This design comes from an exercise in tuning for small area, a short achievable clock period and few clock cycles per item on the open sky130 flow, not from production work.
RTL that was checked went through simulation tests only; none was proved equivalent to the original.
No functional check of the RTL was part of runs 3 and 4.
Power and IR drop assume default switching activity.

==> design.v <==
module lzss_enc_top (
    input               clk,
    input               rst_x,
    input               i_valid,
    output              ow_ready,
    input       [7:0]   i_data,
    input               i_last,
    output              o_valid,
    input               i_ready,
    output      [8:0]   o_code,
    output              o_last
);
    integer             k;
    reg                 r_rdy;           
    reg                 r_iv;
    reg     [7:0]       r_ib;
    reg                 r_il;
    reg     [7:0]       r_win [1:64];    
    reg     [63:0]      r_s0, r_s1, r_s2;    
    reg     [5:0]       r_rv;            
    reg     [5:0]       r_lb;            
    reg     [7:0]       r_chi;
    reg     [6:0]       r_clo;
    reg     [2:0]       r_skip;          
    reg     [3:0]       r_ea;
    reg     [5:0]       r_ex2, r_ex3, r_ex4, r_ex5;
    reg                 r_m1, r_m2, r_m3;
    reg                 r_l2;
    reg     [1:0]       r_l3;            
    reg     [5:0]       r_x1, r_x2, r_x3;    
    reg                 r_sv;
    reg                 r_hv;
    reg     [9:0]       r_hd;
    reg     [9:0]       r_sd;
    wire                w_ended = ~r_rv[0] | r_lb[0];
    wire                w_adv   = ~r_sv & (r_iv | (w_ended & (|r_rv)));
    assign  ow_ready    = r_rdy;
    assign  o_valid     = r_hv;
    assign  o_code      = r_hd[8:0];
    assign  o_last      = r_hd[9];
    always @(posedge clk or negedge rst_x) begin
        if (!rst_x) begin
            r_iv    <= 1'b0;
        end
        else if (r_rdy) begin
            r_iv    <= i_valid;
        end
    end
    always @(posedge clk) begin
        if (r_rdy) begin
            r_ib    <= i_data;
            r_il    <= i_last;
        end
    end
    wire    [7:0]       w_ceq = r_chi ^ {r_chi[6:0], 1'b1};      
    reg     [63:0]      w_in;
    reg     [63:0]      w_eq;
    always @(*) begin
        for (k = 0; k < 64; k = k + 1) begin
            if ((k % 8) == 7)
                w_in[k] = r_chi[k/8];
            else
                w_in[k] = r_chi[k/8] | (w_ceq[k/8] & r_clo[k%8]);
            w_eq[k] = (r_ib == r_win[k+1]) && w_in[k];
        end
    end
    wire    [63:0]      t2 = r_s1 | r_s2;
    wire    [63:0]      t3 = r_s2;
    wire    [63:0]      t4 = r_s2 & ~r_s0;
    wire    [63:0]      t5 = r_s2 & ~r_s1;
    wire    [5:0]       w_x2, w_x3, w_x4, w_x5;
    wire                a2, a3, a4, a5;
    lzss_lowest #(.W(64), .N(6)) u_low2 (.i_v(t2), .o_any(a2), .o_idx(w_x2));
    lzss_lowest #(.W(64), .N(6)) u_low3 (.i_v(t3), .o_any(a3), .o_idx(w_x3));
    lzss_lowest #(.W(64), .N(6)) u_low4 (.i_v(t4), .o_any(a4), .o_idx(w_x4));
    lzss_lowest #(.W(64), .N(6)) u_low5 (.i_v(t5), .o_any(a5), .o_idx(w_x5));
    always @(posedge clk) begin
        if (w_adv) begin
            r_win[1]    <= r_ib;
            for (k = 2; k <= 64; k = k + 1)
                r_win[k]    <= r_win[k-1];
            r_s0        <= w_eq & ~r_s2;
            r_s1        <= w_eq & r_s0;
            r_s2        <= w_eq & (r_s1 | (r_s2 & ~r_s0));
            r_lb        <= {r_lb[4:0], r_iv & r_il};
            r_ea        <= {a5, a4, a3, a2};
            r_ex2       <= w_x2;
            r_ex3       <= w_x3;
            r_ex4       <= w_x4;
            r_ex5       <= w_x5;
            r_m1        <= r_ea[0];
            r_x1        <= r_ex2;
            r_m2        <= r_ea[1] | r_m1;
            r_l2        <= r_ea[1];
            r_x2        <= r_ea[1] ? r_ex3 : r_x1;
            r_m3        <= r_ea[2] | r_m2;
            r_l3        <= r_ea[2] ? 2'd2 : {1'b0, r_l2};
            r_x3        <= r_ea[2] ? r_ex4 : r_x2;
        end
    end
    always @(posedge clk or negedge rst_x) begin
        if (!rst_x) begin
            r_rv    <= 6'd0;
            r_chi   <= 8'd0;
            r_clo   <= 7'd0;
        end
        else if (w_adv) begin
            r_rv    <= {r_rv[4:0], r_iv};
            if (r_iv) begin
                if (r_il) begin
                    r_chi   <= 8'd0;
                    r_clo   <= 7'd0;
                end
                else if (!r_chi[7]) begin
                    if (r_clo[6]) begin
                        r_chi   <= {r_chi[6:0], 1'b1};
                        r_clo   <= 7'd0;
                    end
                    else begin
                        r_clo   <= {r_clo[5:0], 1'b1};
                    end
                end
            end
        end
    end
    wire                w_cm = r_ea[3] | r_m3;
    wire    [1:0]       w_cl = r_ea[3] ? 2'd3 : r_l3;
    wire    [5:0]       w_cx = r_ea[3] ? r_ex5 : r_x3;
    wire                w_lst = r_lb[5] | (w_cm & (r_lb[4] | ((w_cl != 2'd0) & r_lb[3]) |
                                ((w_cl[1]) & r_lb[2]) | ((w_cl == 2'd3) & r_lb[1])));
    wire    [9:0]       w_code = w_cm ? {w_lst, 1'b1, ~w_cx, w_cl} : {w_lst, 1'b0, r_win[6]};
    wire                w_push = w_adv & r_rv[5] & (r_skip == 3'd0);
    wire                w_pop  = r_hv & i_ready;
    always @(posedge clk or negedge rst_x) begin
        if (!rst_x) begin
            r_skip  <= 3'd0;
        end
        else if (w_adv && r_rv[5]) begin
            if (r_skip != 3'd0)
                r_skip  <= r_skip - 3'd1;
            else if (w_cm)
                r_skip  <= {1'b0, w_cl} + 3'd1;
        end
    end
    wire                w_sv_next = r_sv ? ~w_pop : (w_push & r_hv & ~w_pop);
    always @(posedge clk) begin
        r_rdy   <= ~w_sv_next;
    end
    always @(posedge clk or negedge rst_x) begin
        if (!rst_x) begin
            r_hv    <= 1'b0;
            r_sv    <= 1'b0;
        end
        else begin
            r_sv    <= w_sv_next;
            if (w_push)
                r_hv    <= 1'b1;
            else if (w_pop && !r_sv)
                r_hv    <= 1'b0;
        end
    end
    always @(posedge clk) begin
        if (r_sv) begin
            if (w_pop)
                r_hd    <= r_sd;
        end
        else if (w_push) begin
            if (!r_hv || w_pop)
                r_hd    <= w_code;
            else
                r_sd    <= w_code;
        end
    end
endmodule
module lzss_lowest #(
    parameter   W   = 64,
    parameter   N   = 6
)(
    input       [W-1:0]     i_v,
    output                  o_any,
    output      [N-1:0]     o_idx
);
    generate
        if (W == 2) begin : leaf
            assign  o_any   = i_v[0] | i_v[1];
            assign  o_idx   = ~i_v[0];
        end
        else begin : node
            wire                w_any_lo;
            wire                w_any_hi;
            wire    [N-2:0]     w_lo;
            wire    [N-2:0]     w_hi;
            lzss_lowest #(.W(W/2), .N(N-1)) u_lo (.i_v(i_v[W/2-1:0]), .o_any(w_any_lo), .o_idx(w_lo));
            lzss_lowest #(.W(W/2), .N(N-1)) u_hi (.i_v(i_v[W-1:W/2]), .o_any(w_any_hi), .o_idx(w_hi));
            assign  o_any   = w_any_lo | w_any_hi;
            assign  o_idx   = w_any_lo ? {1'b0, w_lo} : {1'b1, w_hi};
        end
    endgenerate
endmodule
==> run.sh <==
#!/bin/bash
# synth_recipe.tcl (not shown) runs the flow's synth.tcl, then flattens the netlist and writes it again
# the make line also repeats each setting of config.mk as NAME=value (left out here)
make -C /OpenROAD-flow-scripts/flow DESIGN_CONFIG=/design/flow/config.mk WORK_HOME=/design/flow/orfs CLKGATE_MAP_FILE= SYNTH_SCRIPT=/design/flow/synth_recipe.tcl finish
==> config.mk <==
export PLATFORM = sky130hd
export DESIGN_NAME = lzss_enc_top
export DESIGN_NICKNAME = lzss_enc_top
export VERILOG_FILES = /design/flow/design.v
export SDC_FILE = /design/flow/constraint.sdc
export NUM_CORES = 4
export LEC_CHECK = 0
export ABC_AREA = 1
export CAP_MARGIN = 20
export CORE_MARGIN = 2
export CORE_UTILIZATION = 70
export CTS_BUF_LIST = sky130_fd_sc_hd__clkbuf_8 sky130_fd_sc_hd__clkbuf_16
export CTS_CLUSTER_DIAMETER = 60
export CTS_CLUSTER_SIZE = 16
export PLACE_DENSITY = 0.8
export SETUP_SLACK_MARGIN = 3.62
export SLEW_MARGIN = 20
==> constraint.sdc <==
create_clock -name core_clock -period 6.0 [get_ports {clk}]
set_input_delay 1.2000 -clock core_clock [delete_from_list [all_inputs] [get_ports {clk}]]
set_output_delay 1.2000 -clock core_clock [all_outputs]
set_load 0.01 [all_outputs]
==> results_dict.tcl, run 1 <==
set metrics [dict create \
    ys_seq_area_share_pct 64.6 \
    path_clk_slew_ns 0.07 \
    synth_top_area_share_pct 62.7 \
    first_pass_iters 6 \
    synth_cells 3434 \
    path_max_fanout 1 \
    cpMaxStageDelayCell "edfxtp_1" \
    drive_gt1_share_pct 6.64 \
    grt_setup_unrepaired "true" \
    final.setup_skew_ns 0.0281 \
    fin_crit_sh_pct 39.6 \
    drt-initial-drc-count 3756 \
    drv_slew 0 \
    outcome "complete, no violations" \
    p_int_mw 11.8 \
    area_growth_pct 7.55 \
    dieArea_um2 56000 \
    pwr-share-comb_pct 21.2 \
    ctsHtreeMaxLevel 2 \
    drt-total-wl_um 97600 \
    r2r_slack_ns 3.71 \
    min_from "r_ex2[3]$_DFFE_PP_" \
    via_per_inst 6.40 \
    ctsHoldBuffers 0 \
    min_path_cells 0 \
    synth-edff-count 791 \
    finalSetupViolCount 0 \
    vias 26843 \
    grt_max_degree 93 \
    fmax_ghz 0.421 \
    yosys_warnings 2 \
    crit_path_end_kind "primary output" \
    clockBufferDepth 3 \
    powerDensity_nw_per_um2 429 \
    critPathTopFamily "flip-flops" \
    yosysTopAreaCell "edfxtp_1" \
    start_kind "flop" \
    grt_use_total_pct 34.7 \
    final_hold_viol_count 0 \
    swShare_pct 32.4 \
    slew_headroom_pct 35.6 \
    postRouteAntennaNets 0 \
    die_height_um 237 \
    drc 0 \
    cts.sinks 819 \
    total_leakage_power_nw 15.9 \
    reg2reg_to "r_s2[0]$_DFFE_PP_" \
    wl_per_cell_um 23.3 \
    p_sw_mw 5.65 \
    portBuffers 24 \
    reg2reg_from "r_ib[3]$_DFFE_PP_" \
    synth-async-reset-ratio_pct 3.30 \
    start_util_pct 70.6 \
    drv_cap 0 \
    min_path_type "flop to flop" \
    required_ns 4.80 \
    dpl.hpwl_um 63600 \
    synth_area_per_cell_um2 11.0 \
    layout_min_cycle_time_ns 2.38 \
    grt_pass1_vias 25849 \
    fp.dieW_um 237 \
    gp_congestion 0.990 \
    cts_root_buf "clkbuf_16" \
    numCtsBuffers 59 \
    fin_nets 3481 \
    grt_pass1_wl_um 147000 \
    tightest_slew_ns 0.967 \
    synth_area_um2 37900 \
    ys_ff_latch 819 \
    setup_tns_ns 0 \
    grt_antenna_before_repair 3 \
    netlist-cell-type-count 52 \
    synth.area.top_cells "edfxtp_1 (63%), nand2_1 (6.4%), nor2_1 (3.5%)" \
    coreArea_um2 53600 \
    ir_drop_mv 0.339 \
    critPathKind "flop to primary output" \
    diodes 0 \
    worstSkewPairLatency_ns 0.65 \
    rr_worst_depth 8 \
    seq_power_share_pct 57.1 \
    final_util_pct 76.0 \
    cts_tree "done" \
    synth_ff_type "edfxtp_1" \
    clockPowerShare_pct 21.7 \
    path_buf_inv 1 \
    critPathMaxStageDelay_ns 0.39 \
    min_to "r_x1[3]$_DFFE_PP_" \
    gr-total-overflow 0 \
    critical_path.cell_chain "buf_2" \
    fillers 3379 \
    num_rows 85 \
    synth_nets 3451 \
    cp.arrival_ns 1.18 \
    io_pins 25 \
]
[cell usage after synthesis, types with 3 or more instances]
| cell | number |
|---|---|
| buf_4 | 19 |
| buf_2 | 49 |
| nand2_2 | 8 |
| o21ai_0 | 130 |
| o21ai_1 | 3 |
| a31oi_1 | 9 |
| nor2_2 | 18 |
| nand2_1 | 647 |
| nor2_4 | 9 |
| o211ai_1 | 3 |
| dfrtp_1 | 27 |
| nor3b_1 | 12 |
| edfxtp_1 | 791 |
| nand4_1 | 67 |
| o22ai_1 | 87 |
| o2111ai_1 | 8 |
| ha_1 | 4 |
| nand2_4 | 3 |
| a221oi_2 | 7 |
| clkbuf_1 | 18 |
| nand3_1 | 139 |
| or2_2 | 23 |
| nor4_1 | 4 |
| inv_1 | 331 |
| inv_2 | 12 |
| nor4b_2 | 10 |
| a211oi_1 | 28 |
| nor3_1 | 150 |
| a221oi_1 | 19 |
| and3_1 | 4 |
| buf_6 | 12 |
| nor2_1 | 350 |
| xnor2_1 | 124 |
| a21oi_1 | 129 |
| a22o_1 | 13 |
| xor2_1 | 142 |
[area by class of cell]
class                   instances  area [um2]  area share, %
well taps                     696         871           2.14
clock inverters                30         164          0.403
inverters                     349        1350           3.31
flip-flops and latches        819       24500           60.1
clock buffers                  63        1550           3.82
multi-input cells            2171       11600           28.5
repair buffers                 64         738           1.81
[per-stage QoR]
step	std cells	instance area, um2	power (mW)	setup slack [ns]	hold WS, ns
2_1_floorplan	3434	37900	12.1	2.86	0.400
3_3_place_gp	4081	38600	13.3	2.64	0.401
3_5_place_dp	4081	38600	13.5	2.41	0.405
4_1_cts	4183	40600	17.3	3.43	0.416
5_1_grt	4192	40700	18.2	3.58	0.435
6_report	4192	40700	17.5	3.62	0.412
[timing repair]
item / in CTS / in global routing
resized for setup: 83 / 14
setup buffers: 4 / 7
setup endpoints to repair: 890 / 469
gates cloned: 5 / 2
hold endpoints to repair: 0 / 0
pin swaps: 2 / 1
[cell families (layout without fill, tap and decap cells)]
family          count (synthesis)  in the layout  share of synthesized area, %
compound gates                446            446                          7.08
buf+inv                       447            506                          5.04
xor+xnor                      266            266                          6.15
simple gates                 1452           1455                          17.0
fa+ha+maj                       4              4                         0.132
flops                         819            819                          64.6
[cell usage in the layout (no fill, tap or decap), drive strengths merged, types with 87 or more instances in the layout]
master    n
edfxtp  791
nand2   661
nor2    379
inv     365
nor3    150
xor2    142
nand3   141
o21ai   133
a21oi   130
xnor2   124
o22ai    87
[power by group through the flow]
stage                     Sequential, mW  Clock, mW  Combinational (mW)
final                               9.97       3.79                3.71
after global routing                10.1       4.01                4.05
after CTS                           9.91       3.81                3.60
after detailed placement            9.99          0                3.49
after global placement              9.93          0                3.36
after floorplan                     9.51          0                2.63
[registers in the layout, summed over array words and instances (netlist names), 6 cells and up]
register and cells:
r_ex4 6, r_x3 6, r_ex3 6, r_rv 6, r_sd 10, r_hd 10
r_ex5 6, r_s0 64, r_s1 64, r_x2 6, r_ex2 6, r_s2 64
r_chi 8, r_lb 6, r_ib 8, r_clo 7, r_x1 6, r_win 512
[layer usage]
metal  vias to the layer above  global-route usage, %  wire length, um
li1                      11955                      -                -
met1                     13054                   49.7            38200
met2                      1548                   53.9            44600
met3                       286                   5.72            10700
met4                         0                   14.1             4090
met5                         -                      0                0
[worst max-delay path by stage]
stage,slack [ns],depth (start not counted),start,end
final,3.62,1,r_hd[8]$_DFFE_PP_,o_code[8]
after global routing,3.58,1,r_hd[8]$_DFFE_PP_,o_code[8]
after global placement,2.64,7,r_sv$_DFF_PN0_,r_skip[2]$_DFFE_PN0P_
after CTS,3.43,7,r_sv$_DFF_PN0_,r_skip[2]$_DFFE_PN0P_
after detailed placement,2.41,7,r_sv$_DFF_PN0_,r_skip[2]$_DFFE_PN0P_
after floorplan,2.86,6,r_rv[0]$_DFFE_PN0P_,r_ea[0]$_DFFE_PP_
Testbench counts, summed over its fixed seeds: cycles 85,802, items 84,290.
==> inputs of run 2 (changes only) <==
--- a/config.mk
+++ b/config.mk
@@ -15,3 +15,3 @@
 export PLACE_DENSITY = 0.8
-export SETUP_SLACK_MARGIN = 3.62
+export SETUP_SLACK_MARGIN = 3.72
 export SLEW_MARGIN = 20
==> run 2 against run 1 <==
  * Still clean
  * Routed wire length increased by 0.34%
  * Clock-buffer cell count unchanged
  * Synthesized area unchanged
  * Core utilization increased by 0.26 points
  * Clock skew decreased by 0.0064 ns
  * Hold slack improved by 0.0069 ns
  * Synthesized cell count unchanged
  * Die area unchanged
  * Critical path type unchanged
  * Largest power group unchanged
==> results_dict.tcl, run 2 <==
set metrics [dict create \
    cts_tree "done" \
    yosys_warnings 2 \
    r2r_slack_ns 3.75 \
    drive_gt1_share_pct 6.86 \
    start_util_pct 70.6 \
    final_hold_viol_count 0 \
    fillers 3364 \
    synth_area_per_cell_um2 11.0 \
    final.setup_skew_ns 0.0216 \
    ys_seq_area_share_pct 64.6 \
    ir_drop_mv 0.340 \
    portBuffers 24 \
    required_ns 4.80 \
    powerDensity_nw_per_um2 428 \
    synth_cells 3434 \
    synth_ff_type "edfxtp_1" \
    synth.area.top_cells "edfxtp_1 (63%), nand2_1 (6.4%), nor2_1 (3.5%)" \
    dpl.hpwl_um 63600 \
    diodes 0 \
    tightest_slew_ns 1.00 \
    grt_antenna_before_repair 3 \
    gp_congestion 0.990 \
    grt_pass1_vias 25932 \
    worstSkewPairLatency_ns 0.64 \
    reg2reg_from "r_s2[1]$_DFFE_PP_" \
    regMostFlops "r_win" \
    path_buf_inv 1 \
    postRouteAntennaNets 0 \
    finalSetupViolCount 0 \
    cpMaxStageDelayCell "edfxtp_1" \
    dpl_cell_area_um2 38600 \
    min_to "r_x1[3]$_DFFE_PP_" \
    synthXorXnorAreaFrac_pct 6.15 \
    vias 26955 \
    outcome "complete, no violations" \
    ctsHtreeMaxLevel 2 \
    total_leakage_power_nw 15.9 \
    wl_per_cell_um 23.4 \
    clockBufferDepth 3 \
    reg2reg_to "r_ex4[1]$_DFFE_PP_" \
    path_clk_slew_ns 0.07 \
    setup_tns_ns 0 \
    crit_path_end_kind "primary output" \
    slew_headroom_pct 33.4 \
    synth-edff-count 791 \
    synthMuxAreaShare_pct 0 \
    pre_cts_slack_ns 2.41 \
    grt_pass1_wl_um 147000 \
    gr-total-overflow 0 \
    ctsHoldBuffers 0 \
    critPathMaxStageDelay_ns 0.39 \
    critical_path.cell_chain "buf_2" \
    final_common_cell "edfxtp_1" \
    post-synth-top-count-cell "edfxtp_1" \
    p_int_mw 11.8 \
    min_path_cells 0 \
    grt_use_total_pct 34.9 \
    swShare_pct 32.4 \
    fmax_ghz 0.420 \
    via_per_inst 6.43 \
    area_growth_pct 7.92 \
    grt_max_degree 93 \
    design_area_um2 40900 \
    final_cell_mix "edfxtp_1 (791), nand2_1 (646), inv_1 (351)" \
    drt-initial-drc-count 3778 \
    ys_top_cells_by_count "edfxtp_1 (791), nand2_1 (647), nor2_1 (350)" \
    synth-compound-area-share_pct 7.08 \
    layout_min_cycle_time_ns 2.38 \
    drv_slew 0 \
    drv_cap 0 \
    yosys.area_share.simple_pct 17.0 \
    synth_nets 3451 \
    start_kind "flop" \
    worst_slack_ns 3.62 \
    synthAdderAreaFrac_pct 0.132 \
    rr_worst_depth 10 \
    p_sw_mw 5.66 \
    netlist-cell-type-count 52 \
    critPathKind "flop to primary output" \
    synth-async-reset-ratio_pct 3.30 \
    synth_area_um2 37900 \
    pwr-share-comb_pct 21.3 \
    drc 0 \
    cts.sinks 819 \
    num_rows 85 \
    min_path_type "flop to flop" \
    path_max_fanout 1 \
    ys_ff_latch 819 \
    grt_setup_unrepaired "true" \
    dieArea_um2 56000 \
    seq_power_share_pct 57.0 \
    fin_nets 3482 \
    yosysTopAreaCell "edfxtp_1" \
    synth_top_family_by_area "simple AND/OR/NAND/NOR gates" \
    synth_top_area_share_pct 62.7 \
    coreArea_um2 53600 \
    first_pass_iters 7 \
    die_height_um 237 \
    fp.dieW_um 237 \
    cts_root_buf "clkbuf_16" \
    min_from "r_ex2[3]$_DFFE_PP_" \
    numCtsBuffers 59 \
    largest_register_ff_count 512 \
    clockPowerShare_pct 21.7 \
    cp.arrival_ns 1.18 \
    critPathTopFamily "flip-flops" \
    drt-total-wl_um 97900 \
    io_pins 25 \
    fin_crit_sh_pct 39.7 \
]
## run 2: cell counts after synthesis
No cell type changed its count.
## run 2: how the worst max path moves through the flow
stage | slack, ns | startpoint | end | depth (start not counted)
after CTS | 3.60 | r_hd[4]$_DFFE_PP_ | o_code[4] | 1
after detailed placement | 2.41 | r_sv$_DFF_PN0_ | r_skip[2]$_DFFE_PN0P_ | 7
final | 3.62 | r_hd[8]$_DFFE_PP_ | o_code[8] | 1
after global routing | 3.58 | r_hd[8]$_DFFE_PP_ | o_code[8] | 1
after global placement | 2.64 | r_sv$_DFF_PN0_ | r_skip[2]$_DFFE_PN0P_ | 7
after floorplan | 2.86 | r_rv[0]$_DFFE_PN0P_ | r_ea[0]$_DFFE_PP_ | 6
## run 2: kinds of logic (layout without fill, tap and decap cells)
family / after synthesis / in the layout
adder cells (fa/ha/maj): 4 / 4
AO/OA/AOI/OAI: 446 / 446
AND/OR/NAND/NOR: 1452 / 1456
flip-flops: 819 / 819
buffers and inverters: 447 / 506
XOR/XNOR: 266 / 266
## run 2: power groups by stage
stage	logic [mW]	registers [mW]	clock network [mW]
after detailed placement	3.49	9.99	0
after CTS	3.63	9.91	3.81
after global placement	3.36	9.93	0
final	3.73	9.97	3.79
after global routing	4.07	10.1	4.01
after floorplan	2.63	9.51	0
## run 2: what timing repair did
action | 4_1_cts | 5_1_grt
resized for setup | 91 | 32
endpoints found under the setup margin | 909 | 712
setup buffers | 5 | 5
gates cloned | 8 | 1
hold endpoints to repair | 0 | 0
pin swaps | 2 | 2
## run 2: area by class of cell
type	count	area [um2]	share of cell area, %
Sequential cell	819	24500	59.9
Multi-Input combinational cell	2172	11600	28.5
Clock buffer	63	1550	3.80
Inverter	349	1370	3.35
Tap cell	696	871	2.13
Timing Repair Buffer	64	821	2.01
Clock inverter	30	164	0.401
## run 2: per-stage QoR
| step | cells | hold WS [ns] | total power [mW] | utilization (%) |
|---|---|---|---|---|
| 5_1_grt | 4193 | 0.435 | 18.2 | 76.2 |
| 6_report | 4193 | 0.419 | 17.5 | 76.2 |
| 4_1_cts | 4187 | 0.416 | 17.3 | 75.9 |
| 3_5_place_dp | 4081 | 0.405 | 13.5 | 72.0 |
| 3_3_place_gp | 4081 | 0.401 | 13.3 | 72.0 |
| 2_1_floorplan | 3434 | 0.400 | 12.1 | - |
## run 2: routing by layer
layer	global-route usage, %	vias up	part of all wire [%]
li1	-	11966	-
met1	49.9	13070	39
met2	54.4	1660	46
met3	5.84	259	11
met4	13.6	0	4.0
met5	0	-	0
==> inputs of run 3 (changes only) <==
--- a/design.v
+++ b/design.v
@@ -103,2 +103,9 @@
             r_rv    <= 6'd0;
+        end
+        else if (w_adv) begin
+            r_rv    <= {r_rv[4:0], r_iv};
+        end
+    end
+    always @(posedge clk or negedge rst_x) begin
+        if (!rst_x) begin
             r_chi   <= 8'd0;
@@ -106,17 +113,14 @@
         end
-        else if (w_adv) begin
-            r_rv    <= {r_rv[4:0], r_iv};
-            if (r_iv) begin
-                if (r_il) begin
-                    r_chi   <= 8'd0;
+        else if (!r_sv && r_iv) begin
+            if (r_il) begin
+                r_chi   <= 8'd0;
+                r_clo   <= 7'd0;
+            end
+            else if (!r_chi[7]) begin
+                if (r_clo[6]) begin
+                    r_chi   <= {r_chi[6:0], 1'b1};
                     r_clo   <= 7'd0;
                 end
-                else if (!r_chi[7]) begin
-                    if (r_clo[6]) begin
-                        r_chi   <= {r_chi[6:0], 1'b1};
-                        r_clo   <= 7'd0;
-                    end
-                    else begin
-                        r_clo   <= {r_clo[5:0], 1'b1};
-                    end
+                else begin
+                    r_clo   <= {r_clo[5:0], 1'b1};
                 end
--- a/config.mk
+++ b/config.mk
@@ -11,7 +11,7 @@
 export CORE_UTILIZATION = 70
-export CTS_BUF_LIST = sky130_fd_sc_hd__clkbuf_8 sky130_fd_sc_hd__clkbuf_16
+export CTS_BUF_LIST = sky130_fd_sc_hd__clkbuf_4 sky130_fd_sc_hd__clkbuf_8
 export CTS_CLUSTER_DIAMETER = 60
-export CTS_CLUSTER_SIZE = 16
+export CTS_CLUSTER_SIZE = 12
 export PLACE_DENSITY = 0.8
-export SETUP_SLACK_MARGIN = 3.72
+export SETUP_SLACK_MARGIN = 3.75
 export SLEW_MARGIN = 20
==> run 3 against run 2 <==
  * Routed wire length grew 1.9%
  * Hold slack improved by 0.0042 ns
  * Die area down 0.12%
  * Sequential share of layout area increased by 0.39 points
  * Flip-flop and latch count is the same
  * Core utilization shrank 0.49 points
  * First-iteration DRC count is 0.40% lower
  * Critical endpoint is now o_code[3]
  * Non-clock buffer count rose by 10
  * Setup slack lost 0.067 ns
  * Largest power group unchanged
  * Cell area down 0.65%
  * Synthesized cell count is 1.1% higher
  * Fmax down 2.8%
==> results_dict.tcl, run 3 <==
set metrics [dict create \
    required_ns 4.80 \
    grt_pass1_vias 25548 \
    clockBufferDepth 3 \
    wl_per_cell_um 23.4 \
    fin_nets 3551 \
    critPathTopFamily "flip-flops" \
    fp.dieW_um 236 \
    die_height_um 236 \
    ys_ff_latch 819 \
    gp_congestion 0.990 \
    final-seq-area_um2 24500 \
    reg2reg_from "r_ib[6]$_DFFE_PP_" \
    drt-total-wl_um 99800 \
    cts.sinks 819 \
    largest_register_ff_count 512 \
    grt_use_total_pct 35.5 \
    num_rows 85 \
    grt_max_degree 133 \
    r2r_slack_ns 3.80 \
    io_pins 25 \
    cts_tree "done" \
    gr-total-overflow 0 \
    grt_antenna_before_repair 1 \
    ctsHtreeMaxLevel 3 \
    synth_area_um2 37800 \
    synth.area.top_cells "edfxtp_1 (63%), nand2_1 (6.9%), nor2_1 (4.1%)" \
    regMostFlops "r_win" \
    tightest_slew_ns 0.831 \
    postRouteAntennaNets 0 \
    coreArea_um2 53600 \
    min_to "r_x1[5]$_DFFE_PN_" \
    drc 0 \
    powerDensity_nw_per_um2 523 \
    final_cell_mix "edfxtp_1 (791), nand2_1 (698), nor2_1 (400)" \
    total_leakage_power_nw 15.8 \
    min_path_type "flop to flop" \
    start_kind "flop" \
    crit_path_end_kind "primary output" \
    pre_cts_slack_ns 2.81 \
    synth_area_per_cell_um2 10.9 \
    drive_gt1_share_pct 8.80 \
    post-synth-top-count-cell "edfxtp_1" \
    area_growth_pct 7.35 \
    portBuffers 24 \
    ir_drop_mv 0.352 \
    rr_worst_depth 7 \
    yosys_warnings 2 \
    cp.arrival_ns 1.25 \
    multi_input_area_um2 11800 \
    drv_slew 0 \
    drt-initial-drc-count 3763 \
    outcome "complete, no violations" \
    synth_nets 3488 \
    numCtsBuffers 79 \
    grt_pass1_wl_um 148000 \
    ctsHoldBuffers 0 \
    critPathKind "flop to primary output" \
    reg2reg_to "r_s2[34]$_DFFE_PN_" \
    ys_top_cells_by_count "edfxtp_1 (791), nand2_1 (700), nor2_1 (411)" \
    path_buf_inv 1 \
    path_clk_slew_ns 0.08 \
    final_hold_viol_count 0 \
    finalSetupViolCount 0 \
    design_area_um2 40600 \
    critical_path.cell_chain "buf_2" \
    total_power_mw 21.2 \
    min_path_cells 0 \
    dpl.hpwl_um 66100 \
    start_util_pct 70.5 \
    vias 27028 \
    grt_setup_unrepaired "true" \
    synth_cells 3471 \
    synth_ff_type "edfxtp_1" \
    dpl_cell_area_um2 38500 \
    netlist-cell-type-count 52 \
    fin_crit_sh_pct 40.8 \
    cts_root_buf "clkbuf_8" \
    layout_min_cycle_time_ns 2.45 \
    worstSkewPairLatency_ns 0.69 \
    final_common_cell "edfxtp_1" \
    cpMaxStageDelayCell "edfxtp_1" \
    path_max_fanout 1 \
    synth-async-reset-ratio_pct 3.30 \
    yosysTopAreaCell "edfxtp_1" \
    slew_headroom_pct 44.1 \
    ys_seq_area_share_pct 64.7 \
    synth-edff-count 791 \
    fmax_ghz 0.409 \
    worst_slack_ns 3.55 \
    via_per_inst 6.33 \
    min_from "r_ex2[5]$_DFFE_PN_" \
    dieArea_um2 55900 \
    critPathMaxStageDelay_ns 0.42 \
    drv_cap 0 \
    setup_tns_ns 0 \
    synth_top_area_share_pct 62.8 \
    fillers 3472 \
    first_pass_iters 7 \
    final.setup_skew_ns 0.0274 \
]
## run 3: cell types whose count changed in the layout (fill, tap and decap cells not counted), moves of 14 or more
cell | previous run | this run
clkbuf_8 | 3 | 82
nor3_1 | 149 | 77
inv_1 | 351 | 292
clkbuf_16 | 61 | 3
nor2_1 | 345 | 400
nand2_1 | 646 | 698
o21ai_0 | 129 | 166
clkbuf_4 | 0 | 29
nand3_1 | 138 | 116
a21boi_0 | 1 | 15
a221oi_1 | 19 | 5
## run 3: timing repair
item,in CTS,in global routing
gates cloned,5,3
setup endpoints to repair,973,768
pin swaps,3,4
setup buffers,12,12
gates resized for setup,96,55
## run 3: area by class of cell
cell class                 instances  share of cell area [%]
antenna                            3                  0.0185
clock buffer                     110                    3.28
clock inverter                     7                   0.133
inverter                         310                    3.00
multi-input combinational       2250                    29.0
sequential                       819                    60.2
tap                              696                    2.15
timing repair buffer              74                    2.19
## run 3: per-layer routing
metal | up-vias | part of all wire, % | GRT usage [%]
met5 | - | 0 | 0
met4 | 0 | 3.1 | 11.9
met3 | 220 | 12 | 7.03
met2 | 1686 | 46 | 55.0
met1 | 13067 | 39 | 51.3
li1 | 12055 | - | -
## run 3: cell families (layout without fill, tap and decap cells)
logic type	count (synthesis)	in the layout	share of synthesized area (%)
flops	819	819	64.7
xor+xnor	264	264	6.11
fa+ha+maj	4	4	0.132
buf+inv	406	501	4.70
compound gates	461	461	6.96
simple gates	1517	1521	17.4
other cells	0	3	0
## run 3: worst max path at each step
| stage | end | slack [ns] | startpoint | cells after the start |
|---|---|---|---|---|
| final | o_code[3] | 3.55 | r_hd[3]$_DFFE_PP_ | 1 |
| after global routing | o_code[3] | 3.53 | r_hd[3]$_DFFE_PP_ | 1 |
| after CTS | o_code[3] | 3.52 | r_hd[3]$_DFFE_PP_ | 1 |
| after detailed placement | r_hd[6]$_DFFE_PP_ | 2.81 | r_sv$_DFF_PN0_ | 7 |
| after global placement | r_hd[2]$_DFFE_PP_ | 2.99 | r_sv$_DFF_PN0_ | 7 |
| after floorplan | r_ea[0]$_DFFE_PN_ | 2.91 | r_sv$_DFF_PN0_ | 4 |
## run 3: through the flow
| step | util, % | instances | hold slack [ns] |
|---|---|---|---|
| floorplan | - | 3471 | 0.400 |
| global placement | 71.9 | 4117 | 0.403 |
| detailed placement | 71.9 | 4117 | 0.405 |
| CTS | 75.1 | 4251 | 0.419 |
| global route | 75.7 | 4268 | 0.430 |
| finish | 75.7 | 4269 | 0.423 |
## run 3: power breakdown
| group | switching [mW] | internal, mW |
|---|---|---|
| Clock | 1.86 | 1.43 |
| Sequential | 2.01 | 9.74 |
| Combinational | 4.09 | 2.12 |
| Total | 7.97 | 13.3 |
==> inputs of run 4 (changes only) <==
--- a/config.mk
+++ b/config.mk
@@ -15,3 +15,3 @@
 export PLACE_DENSITY = 0.8
-export SETUP_SLACK_MARGIN = 3.75
+export SETUP_SLACK_MARGIN = 3.62
 export SLEW_MARGIN = 20
==> run 4 against run 3 <==
  * Cell count down 0.28%
  * Largest cell class unchanged
  * Still clean on timing, DRC and antenna
  * Critical path depth unchanged
  * First-iteration DRC count up 3.8%
  * Critical endpoint unchanged
  * Clock power about the same
  * Clock skew up 0.0073 ns
  * Via count down 0.26%
  * Combinational power down 1%
  * Non-clock buffer count down 10
  * Die area unchanged
  * Highest routed layer unchanged
  * Global-route usage about the same
==> results_dict.tcl, run 4 <==
set metrics [dict create \
    ys_ff_latch 819 \
    wl_met2_um 45500 \
    start_kind "flop" \
    die_height_um 236 \
    portBuffers 24 \
    grt_pass1_wl_um 148000 \
    dr_wl_met3_um 12600 \
    slew_headroom_pct 44.1 \
    fmax_ghz 0.409 \
    drv_cap 0 \
    first_pass_iters 6 \
    pre_cts_slack_ns 2.81 \
    worst_slack_ns 3.55 \
    m1WireLength_um 38000 \
    cts_tree "done" \
    grt_antenna_before_repair 1 \
    drt-initial-drc-count 3905 \
    clockBufferDepth 3 \
    fin_crit_sh_pct 40.8 \
    synth.area.top_cells "edfxtp_1 (63%), nand2_1 (6.9%), nor2_1 (4.1%)" \
    grt_use_total_pct 35.5 \
    cts.sinks 819 \
    largest_register_ff_count 512 \
    final_common_cell "edfxtp_1" \
    synth-async-reset-ratio_pct 3.30 \
    gp_congestion 0.990 \
    final_hold_viol_count 0 \
    worstSkewPairLatency_ns 0.70 \
    critPathTopFamily "flip-flops" \
    critPathKind "flop to primary output" \
    ys_top_cells_by_count "edfxtp_1 (791), nand2_1 (700), nor2_1 (411)" \
    vias 26959 \
    drive_gt1_share_pct 8.12 \
    synth_nets 3488 \
    regMostFlops "r_win" \
    gr-total-overflow 0 \
    yosys_warnings 2 \
    ctsHoldBuffers 0 \
    cp.arrival_ns 1.25 \
    synth-edff-count 791 \
    crit_path_end_kind "primary output" \
    synth_area_um2 37800 \
    finalSetupViolCount 0 \
    fin_cells 4257 \
    setup_tns_ns 0 \
    yosysTopAreaCell "edfxtp_1" \
    required_ns 4.80 \
    path_max_fanout 1 \
    post-synth-top-count-cell "edfxtp_1" \
    synth_top_area_share_pct 62.8 \
    wl_per_cell_um 23.4 \
    synth_ff_type "edfxtp_1" \
    ys_seq_area_share_pct 64.7 \
    fp.dieW_um 236 \
    critical_path.cell_chain "buf_2" \
    routed.top_layer "met4" \
    cts_root_buf "clkbuf_8" \
    numCtsBuffers 79 \
    tightest_slew_ns 0.831 \
    drt-total-wl_um 99400 \
    area_growth_pct 6.69 \
    ctsHtreeMaxLevel 3 \
    layout_min_cycle_time_ns 2.45 \
    outcome "complete, no violations" \
    min_path_type "flop to flop" \
    synth_area_per_cell_um2 10.9 \
    path_clk_slew_ns 0.08 \
    synth_cells 3471 \
    io_pins 25 \
    dpl.hpwl_um 66100 \
    dieArea_um2 55900 \
    cpMaxStageDelayCell "edfxtp_1" \
    final.setup_skew_ns 0.0346 \
    fin_nets 3540 \
    via_per_inst 6.33 \
    drc 0 \
    path_buf_inv 1 \
    grt_setup_unrepaired "true" \
    powerDensity_nw_per_um2 524 \
    num_rows 85 \
    grt_max_degree 133 \
    total_leakage_power_nw 15.7 \
    ir_drop_mv 0.351 \
    coreArea_um2 53600 \
    postRouteAntennaNets 0 \
    place_inst 4117 \
    final_cell_mix "edfxtp_1 (791), nand2_1 (699), nor2_1 (407)" \
    critPathMaxStageDelay_ns 0.41 \
    start_util_pct 70.5 \
    netlist-cell-type-count 52 \
    drv_slew 0 \
    grt_pass1_vias 25436 \
]
[run 4: cell counts after synthesis]
Identical to the previous run, type by type.
[run 4: layer usage]
| layer | up-vias | GRT usage (%) |
|---|---|---|
| met5 | - | 0 |
| li1 | 12027 | - |
| met2 | 1743 | 55.0 |
| met3 | 223 | 6.68 |
| met1 | 12966 | 51.4 |
| met4 | 0 | 12.0 |
[run 4: path summary, 6_finish.rpt]
check | start | end | slack [ns] | cells after the start
max | r_hd[3]$_DFFE_PP_ | o_code[3] | 3.55 | 1
max reg2reg | r_s2[12]$_DFFE_PN_ | r_ex3[0]$_DFFE_PN_ | 3.59 | 8
min reg2reg | r_ex2[5]$_DFFE_PN_ | r_x1[5]$_DFFE_PN_ | 0.42 | 0
max in group asynchronous | rst_x | r_sv$_DFF_PN0_ | 4.76 | 2
min | r_ex2[5]$_DFFE_PN_ | r_x1[5]$_DFFE_PN_ | 0.42 | 0
min in group asynchronous | rst_x | r_clo[5]$_DFFE_PN0P_ | 0.91 | 2
[run 4: cell type report]
cell class	count	area, um2
sequential	819	24500
fill	3515	13300
multi-input combinational	2249	11700
clock buffer	110	1330
inverter	310	1190
tap	696	871
timing repair buffer	64	747
clock inverter	7	53.8
antenna	2	5.00
[run 4: repair_timing]
item | in CTS | in global routing
setup endpoints to repair | 839 | 597
cloned | 5 | 1
setup buffers | 4 | 11
resized for setup | 78 | 30
pin swaps | 2 | 2
[run 4: metrics by stage]
| step | hold slack, ns | util [%] | power (mW) | cell area, um2 |
|---|---|---|---|---|
| floorplan | 0.400 | - | 15.3 | 37800 |
| global placement | 0.403 | 71.9 | 17.2 | 38500 |
| detailed placement | 0.405 | 71.9 | 17.5 | 38500 |
| CTS | 0.419 | 74.9 | 20.9 | 40100 |
| global route | 0.430 | 75.3 | 22.2 | 40300 |
| finish | 0.423 | 75.3 | 21.1 | 40300 |
[run 4: report_power, final]
group	leakage (nW)	internal [mW]	total (mW)	switching (mW)
Clock	0.735	1.43	3.28	1.86
Combinational	6.34	2.07	6.12	4.05
Sequential	8.66	9.74	11.7	2.00
[run 4: kinds of logic (layout without fill, tap and decap cells)]
logic type / count (synthesis) / after routing / share of synthesized area, %
XOR/XNOR: 264 / 264 / 6.11
AO/OA/AOI/OAI: 461 / 461 / 6.96
adder cells (fa/ha/maj): 4 / 4 / 0.132
buffers and inverters: 406 / 491 / 4.70
other: 0 / 2 / 0
flip-flops: 819 / 819 / 64.7
AND/OR/NAND/NOR: 1517 / 1520 / 17.4

## static timing again, ports no longer ideal
The results above use ideal ports. As a check the final layouts listed here were re-extracted and re-timed, cells and wires unchanged. Step 1, drivers: a clkbuf_16 drives clk and a buf_2 each remaining input, both assumed. Step 2 adds t to the input delays and takes it off the output delays; t is the mean of the earliest and latest rising clock arrival at the registers after step 1. Input paths then give back, and output paths get back, about the clock's delay inside the block. a / b / c = ideal ports / drivers / drivers and shift; a / b = the first two.
| run | t (ns) | slack for setup (ns) | latest minus earliest clock arrival (ns) | worst slew at a driven data input, ns | cell pins on the clock port's net |
|---|---|---|---|---|---|
| run 1 | 0.698 | 3.625 / 3.561 / 3.296 | 0.030 / 0.030 | 0.05 | 1 |
| run 2 | 0.695 | 3.620 / 3.560 / 3.374 | 0.024 / 0.024 | 0.05 | 1 |
| run 3 | 0.744 | 3.553 / 3.490 / 3.314 | 0.031 / 0.031 | 0.04 | 1 |
| run 4 | 0.748 | 3.552 / 3.488 / 3.240 | 0.039 / 0.039 | 0.04 | 1 |
After both steps every run listed still meets setup and hold. The setup slack of run 1, which loses most, moves by -0.064 ns with the drivers and by -0.329 ns with both steps.
